This is an optimization exercise on Yosys and OpenROAD, whose aim is small area, not a production implementation. In this exercise RTL edits were held to simulation tests only and were not proved equivalent to the original.

==> run A: inputs <==
Design stopwatch, start of the top module:
module stopwatch (
    clk,
    KeyA, KeyB, KeyC,
    HEX0, HEX1, HEX2, HEX3, HEX4, HEX5, HEX6, HEX7,
    led_g, led_r1, led_r2
);
export LEC_CHECK = 0
export ABC_AREA = 1
export CAP_MARGIN = 20
export CORE_MARGIN = 2
export CORE_UTILIZATION = 60
export SLEW_MARGIN = 20
create_clock -name core_clock -period 20.0 [get_ports {clk}]
standard.sh (not shown) runs the stock make flow with config.mk's settings and CLKGATE_MAP_FILE= SYNTH_SCRIPT=/design/flow/synth_recipe.tcl, a recipe that flattens the netlist after the stock synthesis.
==> flow/flow/run.sh <==
#!/bin/bash
# The standard layout (standard.sh) with these changes to how it is made:
#  - after the standard synthesis, the combinational logic between the
#    flip-flops is re-mapped for area by ABC (flow/reopt.tcl, flow/area.abc);
#    the flip-flops, their names and cell types are those of the standard
#    synthesis;
#  - the buffers buffer_ports puts on every port are buf_1 cells;
#  - clock tree synthesis uses clkbuf_8 buffers driving clusters of at most
#    15 flip-flops within 60 um, with no dummy loads.
# Each tool's output goes to a log of its own here: synth.log, reopt.log,
# layout.log (and ORFS's per-step logs under orfs/logs/).
set -euo pipefail
HERE=$(pwd)
RES=$HERE/orfs/results/$FLOW_PLATFORM/stopwatch/base
bash standard.sh synth > synth.log 2>&1
cp $RES/1_2_yosys.v $HERE/standard_synth.v
LIB=$FLOW_HOME/platforms/sky130hd/lib/sky130_fd_sc_hd__tt_025C_1v80.lib \
IN_V=$HERE/standard_synth.v OUT_V=$HERE/reopt.v TOP=$FLOW_TOP \
DU=$HERE/flow/dont_use.txt CONSTR=$HERE/flow/abc.constr \
ABC_SCRIPT=$HERE/flow/area.abc \
    yosys -c $HERE/flow/reopt.tcl > reopt.log 2>&1
cp $HERE/reopt.v $RES/1_2_yosys.v
rm -f $RES/1_synth.odb $RES/1_synth.sdc
CTS="-sink_clustering_enable -repair_clock_nets -sink_clustering_size 15"
CTS="$CTS -sink_clustering_max_diameter 60 -buf_list sky130_fd_sc_hd__clkbuf_8"
CTS="$CTS -dont_use_dummy_load"
bash standard.sh \
    "BUFFER_PORTS_ARGS=-buffer_cell sky130_fd_sc_hd__buf_1" \
    "CTS_ARGS=$CTS" \
    finish > layout.log 2>&1
==> flow/flow/area.abc <==
strash
&get -n
&deepsyn -I 4 -J 200
&put
dch -f
amap
topo
Other scripts of this flow, unchanged in this note and not shown: flow/flow/abc.constr, flow/flow/dont_use.txt, flow/flow/reopt.tcl
==> run M (differences from run A) <==
--- a/flow/design.v
+++ b/flow/design.v
@@ -9,76 +9,76 @@
     input KeyB;
     input KeyC;
     output [6:0] HEX0, HEX1, HEX2, HEX3, HEX4, HEX5, HEX6, HEX7;
     output [2:0] led_g;
     output [8:0] led_r1;
     output [8:0] led_r2;
     wire rstn = KeyC;
-    localparam [14:0] ZERO = 15'b000100110011001;
+    localparam [14:0] ZERO = 15'b000000000000000;
     function [6:0] seg;
         input [3:0] x;
         case (x)
-            4'd0: seg = 7'b0000101;
-            4'd1: seg = 7'b0000010;
-            4'd2: seg = 7'b0011001;
-            4'd3: seg = 7'b0011010;
-            4'd4: seg = 7'b0100100;
-            4'd5: seg = 7'b0000010;
-            4'd6: seg = 7'b0110000;
-            4'd7: seg = 7'b0010010;
-            4'd8: seg = 7'b1000101;
-            4'd9: seg = 7'b1000000;
-            4'd10: seg = 7'b1111001;
-            4'd11: seg = 7'b1111000;
-            4'd12: seg = 7'b0100100;
-            4'd13: seg = 7'b0000000;
-            4'd14: seg = 7'b0110000;
-            4'd15: seg = 7'b0010000;
+            4'd0: seg = 7'b1000000;
+            4'd1: seg = 7'b1000101;
+            4'd2: seg = 7'b0000000;
+            4'd3: seg = 7'b0100100;
+            4'd4: seg = 7'b1111000;
+            4'd5: seg = 7'b1111001;
+            4'd6: seg = 7'b0010000;
+            4'd7: seg = 7'b0110000;
+            4'd8: seg = 7'b0000010;
+            4'd9: seg = 7'b0000101;
+            4'd10: seg = 7'b0000010;
+            4'd11: seg = 7'b0100100;
+            4'd12: seg = 7'b0011010;
+            4'd13: seg = 7'b0011001;
+            4'd14: seg = 7'b0010010;
+            4'd15: seg = 7'b0110000;
         endcase
     endfunction
     function [3:0] tg;
         input [3:0] x;
         case (x)
-            4'd0: tg = 4'b1000;
-            4'd1: tg = 4'b1010;
-            4'd2: tg = 4'b0101;
-            4'd3: tg = 4'b0111;
-            4'd4: tg = 4'b1000;
-            4'd5: tg = 4'b1010;
-            4'd6: tg = 4'b0100;
+            4'd0: tg = 4'b0101;
+            4'd1: tg = 4'b1101;
+            4'd2: tg = 4'b0100;
+            4'd3: tg = 4'b1100;
+            4'd4: tg = 4'b0110;
+            4'd5: tg = 4'b0110;
+            4'd6: tg = 4'b0110;
             4'd7: tg = 4'b0110;
-            4'd8: tg = 4'b0011;
-            4'd9: tg = 4'b0011;
-            4'd10: tg = 4'b0110;
-            4'd11: tg = 4'b0110;
-            4'd12: tg = 4'b1010;
-            4'd13: tg = 4'b0010;
+            4'd8: tg = 4'b1100;
+            4'd9: tg = 4'b1000;
+            4'd10: tg = 4'b0100;
+            4'd11: tg = 4'b1000;
+            4'd12: tg = 4'b0111;
+            4'd13: tg = 4'b0011;
             4'd14: tg = 4'b0110;
-            4'd15: tg = 4'b0110;
+            4'd15: tg = 4'b0010;
         endcase
     endfunction
     function [0:0] l9;
         input [3:0] x;
         case (x)
             4'd0: l9 = 1'b0;
             4'd1: l9 = 1'b0;
             4'd2: l9 = 1'b0;
             4'd3: l9 = 1'b0;
             4'd4: l9 = 1'b0;
             4'd5: l9 = 1'b0;
-            4'd6: l9 = 1'b0;
-            4'd7: l9 = 1'b0;
+            4'd6: l9 = 1'b1;
+            4'd7: l9 = 1'b1;
             4'd8: l9 = 1'b0;
             4'd9: l9 = 1'b0;
             4'd10: l9 = 1'b0;
             4'd11: l9 = 1'b0;
             4'd12: l9 = 1'b0;
             4'd13: l9 = 1'b0;
-            4'd14: l9 = 1'b1;
-            4'd15: l9 = 1'b1;
+            4'd14: l9 = 1'b0;
+            4'd15: l9 = 1'b0;
         endcase
     endfunction
     function [6:0] seg3;
         input [2:0] x;
         case (x)
             3'd0: seg3 = 7'b1000000;
             3'd1: seg3 = 7'b1111001;
@@ -125,32 +125,32 @@
     reg [6:0] pa, pb;        
     reg as, al, bs, bl;      
     reg [14:0] P;            
     reg L;                   
     reg Bk;                  
     reg [14:0] D2;           
     reg [6:0] q;             
-    reg [3:0] r;
-    reg W;                   
+    reg [3:0] r;             
     reg [3:0] dc;            
     reg [14:0] ring [0:7];
     reg [14:0] S8;
     reg [14:0] RB;           
     reg wp;                  
     wire c0 = L;
     wire c1 = c0 & l9(P[3:0]);
     wire c2 = c1 & l9(P[7:4]);
     wire c3 = c2 & l9(P[11:8]);
     wire [14:0] cnt = P ^ {{3{c3}} & tg3(P[14:12]), {4{c2}} & tg(P[11:8]),
                            {4{c1}} & tg(P[7:4]), {4{c0}} & tg(P[3:0])};
     wire c6000 = l6(cnt[14:12]);
     wire qz = (q == 7'd0);
     wire rz = (r == 4'd0);
-    wire cz = qz & rz;
-    wire [3:0] sum = !qz ? 4'd9 : !rz ? r : W ? 4'd9 : 4'd0;
+    wire r9 = (r == 4'd9);
+    wire cz = qz & (rz | r9);
+    wire [3:0] sum = qz ? r : 4'd9;
     wire a_dn = !KeyA, b_dn = !KeyB;
     wire a_long_set  = a_dn & (pa == 7'd100);
     wire b_long_set  = b_dn & (pb == 7'd100);
     wire a_short_set = !a_dn & (pa > 7'd1) & (pa < 7'd100);
     wire b_short_set = !b_dn & (pb > 7'd1) & (pb < 7'd100);
     wire r_as = reset & as;
     wire o_as = !reset & on_off & as;
@@ -173,15 +173,15 @@
     end
     always @(posedge clk or negedge rstn) begin
         if (!rstn) begin
             reset <= 1'b1; on_off <= 1'b0; pause <= 1'b0;
             pa <= 7'd0; pb <= 7'd0;
             as <= 1'b0; al <= 1'b0; bs <= 1'b0; bl <= 1'b0;
             P <= ZERO; L <= 1'b0; D2 <= ZERO;
-            q <= 7'd0; r <= 4'd0; W <= 1'b0; dc <= 4'd0;
+            q <= 7'd0; r <= 4'd0; dc <= 4'd0;
         end else if (tick) begin
             if (a_dn) begin
                 if (pa != 7'd101) pa <= pa + 7'd1;
             end else
                 pa <= 7'd0;
             if (b_dn) begin
                 if (pb != 7'd101) pb <= pb + 7'd1;
@@ -204,32 +204,34 @@
             else if (c6000) pause <= 1'b1;
             if (on_off) begin
                 P <= cnt; L <= !c6000 & !pause;
             end else if (reset) begin
                 P <= c6000 ? cnt : ZERO; L <= 1'b0;
             end
             if (reset) begin
-                q <= 7'd0; r <= 4'd0; W <= 1'b0;
+                q <= 7'd0; r <= 4'd0;
             end else if (o_bs) begin
-                if (q == 7'd113 && r == 4'd6) begin
-                    q <= 7'd0; r <= 4'd0; W <= 1'b1;
+                if (q == 7'd25 && r == 4'd6) begin
+                    q <= 7'd0; r <= 4'd9;
                 end else if (r == 4'd8) begin
-                    q <= q + 7'd1; r <= 4'd0;
-                end else
+                    q <= {q[5:0], q[6] ~^ q[5]}; r <= 4'd0;
+                end else if (r9)
+                    r <= 4'd1;
+                else
                     r <= r + 4'd1;
             end
             dc <= dc_n;
             if (pause)
                 D2 <= (dc == 4'd0) ? ZERO : (dc == 4'd9) ? S8 : RB;
             else if (reset)
                 D2 <= ZERO;
         end
     end
-    wire w9 = rz & !(qz & W);
-    wire [2:0] wk = rz ? 3'd7 : r[2:0];
+    wire w9 = rz;
+    wire [2:0] wk = r9 ? 3'd7 : r[2:0];
     wire [2:0] rs = ~ph;
     wire wr = wp & !w9 & (wk == rs);
     wire [14:0] fb = wr ? P : ring[7];
     wire [3:0] tgt = tick ? dc_n : dc;
     integer j;
     always @(posedge clk) begin
         ring[0] <= fb;
@@ -248,15 +250,15 @@
     assign HEX2 = seg(Pd[11:8]);
     assign HEX3 = seg3(Pd[14:12]);
     assign HEX4 = seg(D2[3:0]);
     assign HEX5 = seg(D2[7:4]);
     assign HEX6 = seg(D2[11:8]);
     assign HEX7 = seg3(D2[14:12]);
     assign led_g = reset ? 3'b100 : on_off ? 3'b010 : pause ? 3'b001 : 3'b000;
-    assign led_r1[0] = !qz | (rz & W);
+    assign led_r1[0] = !qz | r9;
     genvar k;
     generate
         for (k = 1; k <= 8; k = k + 1) begin : leds
             assign led_r1[9-k] = qz & (r == k);
             assign led_r2[9-k] = (dc == k);
         end
     endgenerate
==> flow/flow/run.sh (replaced) <==
#!/bin/bash
# The standard layout (standard.sh) with these changes to how it is made:
#  - after the standard synthesis, the combinational logic between the
#    flip-flops is re-mapped for area by ABC (flow/reopt.tcl, flow/area.abc);
#    the flip-flops, their names and cell types are those of the standard
#    synthesis;
#  - the buffers buffer_ports puts on every port are buf_1 cells;
#  - clock tree synthesis uses clkbuf_4 buffers driving clusters of at most
#    10 flip-flops within 40 um, with no dummy loads.
# Each tool's output goes to a log of its own here: synth.log, reopt.log,
# layout.log (and ORFS's per-step logs under orfs/logs/).
set -euo pipefail
HERE=$(pwd)
RES=$HERE/orfs/results/$FLOW_PLATFORM/stopwatch/base
bash standard.sh synth > synth.log 2>&1
cp $RES/1_2_yosys.v $HERE/standard_synth.v
LIB=$FLOW_HOME/platforms/sky130hd/lib/sky130_fd_sc_hd__tt_025C_1v80.lib \
IN_V=$HERE/standard_synth.v OUT_V=$HERE/reopt.v TOP=$FLOW_TOP \
DU=$HERE/flow/dont_use.txt CONSTR=$HERE/flow/abc.constr \
ABC_SCRIPT=$HERE/flow/area.abc \
    yosys -c $HERE/flow/reopt.tcl > reopt.log 2>&1
cp $HERE/reopt.v $RES/1_2_yosys.v
rm -f $RES/1_synth.odb $RES/1_synth.sdc
CTS="-sink_clustering_enable -repair_clock_nets -sink_clustering_size 10"
CTS="$CTS -sink_clustering_max_diameter 40 -buf_list sky130_fd_sc_hd__clkbuf_4"
CTS="$CTS -dont_use_dummy_load"
bash standard.sh \
    "BUFFER_PORTS_ARGS=-buffer_cell sky130_fd_sc_hd__buf_1" \
    "CTS_ARGS=$CTS" \
    finish > layout.log 2>&1
==> flow/flow/area.abc (replaced) <==
strash
&get -n
&deepsyn -I 4 -J 200
&put
dch -f
amap -F 10 -A 30
topo
==> impl_metrics.tcl <==
set metrics [dict create \
    status "no timing/DRC/antenna violations" \
    taps 168 \
    r2r-start "q[2]" \
    register_area_mm2 0.00516 \
    use_met1_pct 32.0 \
    p_seq_uw 459 \
    start_util_pct 61.7 \
]
# the run above: run A

==> impl_metrics.tcl <==
set metrics [dict create \
    r2r-start "P[2]" \
    start_util_pct 61.2 \
    use_met1_pct 35.6 \
    status "no timing/DRC/antenna violations" \
]
# the run above: run M

==> afterwards: timing with drivers on the ports <==
The flow's constraints put no driver on any port. The routed layouts listed below were extracted and timed again, unchanged, in two steps. Step 1: set_driving_cell puts a clkbuf_16 on clk and a buf_2 on each other input, an assumption about the parent block. Step 2, shift: input delay + t, output delay - t, t = (earliest + latest rising clock arrival at the registers) / 2. This alone moves slack from input paths to output paths. Three values: no drivers, after step 1, after step 2; two values: the first two.
run | t, ns | setup slack, ns | worst setup path after step 2
run A | 0.506 | 13.323 / 13.288 / 13.795 | register to output
run M | 0.619 | 13.435 / 13.404 / 14.023 | register to output
After both steps setup and hold are still met in every run listed.
